From an optimization exercise on the open Yosys and OpenROAD flow, aimed at small area; shortcuts taken in it are not production practice.
The RTL was checked by simulation tests, not by an equivalence proof against the original design.

Setup of run A:
==> module stepper_corexy_new, before the edit <==
module stepper_corexy_new(
	input	wire			clk,
	input	wire			rst,
	input	wire	[31:0]	stepper_step_in_1,
	input	wire			negate_1,
	input	wire	[31:0]	stepper_speed_1,
	input	wire	[31:0]	stepper_step_in_2,
	input	wire			negate_2,
	input	wire	[31:0]	stepper_speed_2,
	input	wire			xmin,
	input	wire			xmax,
	input	wire			ymin,
	input	wire			ymax,
	input	wire			start_driving,
	output	wire			step_signal_1,
	output	wire			dir_1,
	output	wire			step_signal_2,
	output	wire			dir_2,
	output	wire			steppers_driving,
	output	wire	[31:0]	stepper_step_out_1,
	output	wire	[31:0]	stepper_step_out_2);
	reg		[31:0]	q_1, q_2;		 
	reg		[31:0]	c_1, c_2;
	reg		[31:0]	speed_1, speed_2;
	reg				signal_1, signal_2;
	reg				driving_1, driving_2;
	reg				direction_1, direction_2;
	wire	[31:0]	r_1 = q_1 ^ {32{direction_1}};
	wire	[31:0]	r_2 = q_2 ^ {32{direction_2}};
	reg				f;
	reg				x_minus, x_plus, y_minus, y_plus;	 
	assign steppers_driving = driving_1 | driving_2;
	assign step_signal_1 = signal_1;
	assign step_signal_2 = signal_2;
	assign dir_1 = direction_1;
	assign dir_2 = direction_2;
	assign stepper_step_out_1 = r_1;
	assign stepper_step_out_2 = r_2;
	wire	nz_in_1 = |stepper_step_in_1[30:0];
	wire	nz_in_2 = |stepper_step_in_2[30:0];
	wire	load = !driving_1 & !driving_2 & !f & start_driving & (nz_in_1 | nz_in_2);
	wire	[30:0]	a_1 = stepper_step_in_1[30:0];
	wire	[30:0]	a_2 = stepper_step_in_2[30:0];
	wire	b_1 = stepper_step_in_1[31] & nz_in_1;
	wire	b_2 = stepper_step_in_2[31] & nz_in_2;
	wire	d_1 = stepper_step_in_1[31] ^ (negate_1 & nz_in_1);
	wire	d_2 = stepper_step_in_2[31] ^ (negate_2 & nz_in_2);
	wire	same = (b_1 == b_2);
	wire	[30:0]	p = a_2 ^ {31{same}};
	wire	[30:0]	h = a_1 ^ p;
	wire	[31:0]	g;
	assign g[0] = same;
	genvar i;
	generate for (i = 0; i < 31; i = i + 1) begin : cmp
		assign g[i+1] = (a_1[i] & p[i]) | (h[i] & g[i]);
	end endgenerate
	wire	[30:0]	k = {a_1[29:0] | p[29:0], same};
	wire	eq = &(h ~^ k);
	wire	[31:0]	carry = g;
	wire	gt = b_1 ? !carry[31] : (carry[31] & !eq);
	wire	s_plus  = d_1 ? (!gt & !eq) : gt;
	wire	s_minus = d_1 ? gt : (!gt & !eq);
	wire	s_on_y = (d_1 == d_2);
	wire	ok = ((xmin & !x_minus) | (xmax & !x_plus) | (!xmin & !xmax)) &
				 ((ymin & !y_minus) | (ymax & !y_plus) | (!ymin & !ymax));
	wire	[31:0]	c_1_inc, c_2_inc;
	ripple_inc #(32) c_1_cnt(.a(c_1), .en(1'b1), .y(c_1_inc));
	ripple_inc #(32) c_2_cnt(.a(c_2), .en(1'b1), .y(c_2_inc));
	wire	due_1 = (c_1 == speed_1);
	wire	due_2 = (c_2 == speed_2);
	wire	run_1 = ok & (|r_1[30:0]);
	wire	run_2 = ok & (|r_2[30:0]);
	wire	done_1 = driving_1 & signal_1 & (!run_1 | due_1) | !ok & signal_1;
	wire	done_2 = driving_2 & signal_2 & (!run_2 | due_2) | !ok & signal_2;
	wire	[31:0]	q_1_next, q_2_next;
	wire			dir_1_next, dir_2_next;
	step_count r_1_cnt(.q(q_1), .x(stepper_step_in_1), .load(load), .neg(negate_1),
		.done(done_1), .q_next(q_1_next), .dir_next(dir_1_next));
	step_count r_2_cnt(.q(q_2), .x(stepper_step_in_2), .load(load), .neg(negate_2),
		.done(done_2), .q_next(q_2_next), .dir_next(dir_2_next));
	wire	active = driving_1 | driving_2;
	wire	clear_1 = active & !ok & !(|r_1[30:0]);
	wire	clear_2 = active & !ok & !(|r_2[30:0]);
	always @(posedge clk)
	begin
		c_1 <= (load | due_1) ? 32'd1 : c_1_inc;
		c_2 <= (load | due_2) ? 32'd1 : c_2_inc;
		if (load)
		begin
			speed_1 <= stepper_speed_1;
			speed_2 <= stepper_speed_2;
		end
		if (rst)
		begin
			q_1 <= 32'd0; q_2 <= 32'd0;
			signal_1 <= 1'b0; signal_2 <= 1'b0;
			driving_1 <= 1'b0; driving_2 <= 1'b0;
			direction_1 <= 1'b0; direction_2 <= 1'b0;
			f <= 1'b0;
			x_minus <= 1'b0; x_plus <= 1'b0; y_minus <= 1'b0; y_plus <= 1'b0;
		end
		else
		begin
			q_1 <= {clear_1 ? direction_1 : q_1_next[31], q_1_next[30:0]};
			q_2 <= {clear_2 ? direction_2 : q_2_next[31], q_2_next[30:0]};
			if (load)
			begin
				driving_1 <= nz_in_1;
				driving_2 <= nz_in_2;
				signal_1 <= nz_in_1;
				signal_2 <= nz_in_2;
				direction_1 <= dir_1_next;
				direction_2 <= dir_2_next;
				f <= 1'b1;
				x_plus  <= s_on_y ? !d_1 : s_plus;
				x_minus <= s_on_y ?  d_1 : s_minus;
				y_plus  <= s_on_y ? s_plus  : !d_1;
				y_minus <= s_on_y ? s_minus : d_1;
			end
			else if (active)
			begin
				if (driving_1)
				begin
					if (!run_1)
					begin
						signal_1 <= 1'b0;
						driving_1 <= 1'b0;
					end
					else if (due_1)
						signal_1 <= !signal_1;
				end
				if (driving_2)
				begin
					if (!run_2)
					begin
						signal_2 <= 1'b0;
						driving_2 <= 1'b0;
					end
					else if (due_2)
						signal_2 <= !signal_2;
				end
				if (!ok)
				begin
					signal_1 <= 1'b0; driving_1 <= 1'b0;
					signal_2 <= 1'b0; driving_2 <= 1'b0;
				end
			end
			if (!start_driving)
			begin
				f <= 1'b0;
				driving_1 <= 1'b0; driving_2 <= 1'b0;
				signal_1 <= 1'b0; signal_2 <= 1'b0;
			end
		end
	end
endmodule
==> module analog_filter, before the edit <==
module analog_filter(
	input	wire			clk,
	input	wire			rst,
	input	wire			full,
	input	wire	[11:0]	signal_in,
	output	wire	[11:0]	signal_out);
	reg		[191:0]	history;
	reg		[15:0]	sum;
	wire	[15:0]	x = sum;
	wire	[15:0]	y = {4'd0, signal_in};
	wire	[15:0]	z = {4'hf, ~(history[191:180] & {12{full}})};
	wire	[15:0]	s = x ^ y ^ z;
	wire	[16:0]	k = {(x & y) | (z & (x ^ y)), 1'b1};
	wire	[16:0]	c;
	wire	[15:0]	next;
	assign c[0] = 1'b0;
	genvar i;
	generate for (i = 0; i < 16; i = i + 1) begin : g
		assign next[i] = s[i] ^ k[i] ^ c[i];
		assign c[i+1] = (s[i] & k[i]) | (c[i] & (s[i] ^ k[i]));
	end endgenerate
	always @(posedge clk)
	begin
		history <= {history[179:0], signal_in};
		if (rst)
			sum <= 16'd0;
		else
			sum <= next;
	end
	assign signal_out = sum[15:4];
endmodule
export LEC_CHECK = 0
export ABC_AREA = 1
export CAP_MARGIN = 20
export CORE_MARGIN = 2
export CORE_UTILIZATION = 75
export CTS_BUF_LIST = sky130_fd_sc_hd__clkbuf_8
export CTS_CLUSTER_DIAMETER = 80
export CTS_CLUSTER_SIZE = 16
export SLEW_MARGIN = 20
create_clock -name core_clock -period 10.0 [get_ports {clk}]
standard.sh (not shown) runs the stock make flow with config.mk's settings and CLKGATE_MAP_FILE= SYNTH_SCRIPT=/design/flow/synth_recipe.tcl, a recipe that flattens the netlist after the stock synthesis.
==> flow/flow/run.sh <==
#!/bin/bash
# The standard layout (standard.sh: ORFS synthesis to final) with changes to
# how it is made:
#  - synthesis maps the logic with an area-oriented ABC script
#    (flow/abc_area.script, used through ABC_AREA=1 in config.mk) in place of
#    ORFS's, and leaves adders to ABC instead of extracting full and half
#    adder cells first (ADDER_MAP_FILE empty); only the combinational
#    mapping changes, so the registers, their names and cell types are those
#    of the standard synthesis;
#  - the input and output ports get the smallest buffer,
#    sky130_fd_sc_hd__buf_1, instead of the one buffer_ports picks;
#  - clock tree synthesis (CTS_ARGS, the settings of config.mk written out)
#    inserts no dummy loads.
# ORFS writes each step's log under orfs/logs; make's own output goes to
# standard.log.
set -euo pipefail
rm -rf scripts_area
cp -r "$FLOW_HOME/scripts" scripts_area
cp flow/abc_area.script scripts_area/abc_area.script
export BUFFER_PORTS_ARGS="-buffer_cell sky130_fd_sc_hd__buf_1"
export CTS_ARGS="-sink_clustering_enable -repair_clock_nets -sink_clustering_size 16 -sink_clustering_max_diameter 80 -buf_list sky130_fd_sc_hd__clkbuf_8 -dont_use_dummy_load"
bash standard.sh SCRIPTS_DIR="$PWD/scripts_area" ADDER_MAP_FILE= finish > standard.log 2>&1
==> flow/flow/abc_area.script <==
strash
&get -n
&fraig -x
&put
scorr
dc2
strash
dch -f
amap -m -F 2 -A 8
What run B does differently from run A at the input level:
diff --git a/flow/design.v b/flow/design.v
--- a/flow/design.v
+++ b/flow/design.v
@@ -259,6 +259,10 @@
 	output	wire	[31:0]	stepper_step_out_1,
 	output	wire	[31:0]	stepper_step_out_2);
-	reg		[31:0]	q_1, q_2;		 
-	reg		[31:0]	c_1, c_2;
+	reg		[31:0]	qn_1, qn_2;		 
+	wire	[31:0]	q_1 = ~qn_1;
+	wire	[31:0]	q_2 = ~qn_2;
+	reg		[31:0]	cn_1, cn_2;		 
+	wire	[31:0]	c_1 = ~cn_1;
+	wire	[31:0]	c_2 = ~cn_2;
 	reg		[31:0]	speed_1, speed_2;
 	reg				signal_1, signal_2;
@@ -323,6 +327,6 @@
 	always @(posedge clk)
 	begin
-		c_1 <= (load | due_1) ? 32'd1 : c_1_inc;
-		c_2 <= (load | due_2) ? 32'd1 : c_2_inc;
+		cn_1 <= ~((load | due_1) ? 32'd1 : c_1_inc);
+		cn_2 <= ~((load | due_2) ? 32'd1 : c_2_inc);
 		if (load)
 		begin
@@ -332,5 +336,5 @@
 		if (rst)
 		begin
-			q_1 <= 32'd0; q_2 <= 32'd0;
+			qn_1 <= 32'hffffffff; qn_2 <= 32'hffffffff;
 			signal_1 <= 1'b0; signal_2 <= 1'b0;
 			driving_1 <= 1'b0; driving_2 <= 1'b0;
@@ -341,6 +345,6 @@
 		else
 		begin
-			q_1 <= {clear_1 ? direction_1 : q_1_next[31], q_1_next[30:0]};
-			q_2 <= {clear_2 ? direction_2 : q_2_next[31], q_2_next[30:0]};
+			qn_1 <= ~{clear_1 ? direction_1 : q_1_next[31], q_1_next[30:0]};
+			qn_2 <= ~{clear_2 ? direction_2 : q_2_next[31], q_2_next[30:0]};
 			if (load)
 			begin
@@ -688,5 +692,6 @@
 	output	wire	[11:0]	signal_out);
 	reg		[191:0]	history;
-	reg		[15:0]	sum;
+	reg		[15:0]	sum_n;		 
+	wire	[15:0]	sum = ~sum_n;
 	wire	[15:0]	x = sum;
 	wire	[15:0]	y = {4'd0, signal_in};
@@ -706,7 +711,7 @@
 		history <= {history[179:0], signal_in};
 		if (rst)
-			sum <= 16'd0;
+			sum_n <= 16'hffff;
 		else
-			sum <= next;
+			sum_n <= ~next;
 	end
 	assign signal_out = sum[15:4];
Run B has completed all stages; timing, DRC and antenna checks passed. Between run A and run B, the flow reports routed length on met1 decreasing by a few percent. Setup slack in run B is larger than in run A. NOTE: number of DRC markers in iteration 0 in run B exceeds that of run A. On run B: count of placed standard cells in the final layout, fillers left out is 70 lower than what run A gave. In run B the buffer and inverter count on the worst path turned out 8 higher than in run A. Row met2 track demand over resource: run B higher / run A lower. [compare] base=run A new=run B: tap cell count went down, all-layer global routing usage went down.

## afterwards: timing with drivers on the ports
No port has a modelled driver above. Below, the same layouts with a new extraction and two added sets of constraints. Step 1 (the two cells are an assumption about what drives the block):
set clk [get_ports {clk}]
set_driving_cell -lib_cell sky130_fd_sc_hd__clkbuf_16 $clk
set_driving_cell -lib_cell sky130_fd_sc_hd__buf_2 [delete_from_list [all_inputs] $clk]
Step 2 adds t to the input delays and takes it off the output delays; t is the mean of the earliest and latest rising clock arrival at the registers after step 1. Input paths then give back, and output paths get back, about the clock's delay inside the block. Three values: no drivers, after step 1, after step 2; two values: the first two.
run	t (ns)	setup WS [ns]	worst setup path at the end
run A	0.735	0.821 / 0.839 / 0.105	input to register
run B	0.744	1.053 / 1.096 / 0.352	input to register
After both steps every run listed still meets setup and hold. For run A, which loses most, drivers alone change the setup slack by +0.018 ns; drivers and shift together by -0.716 ns.
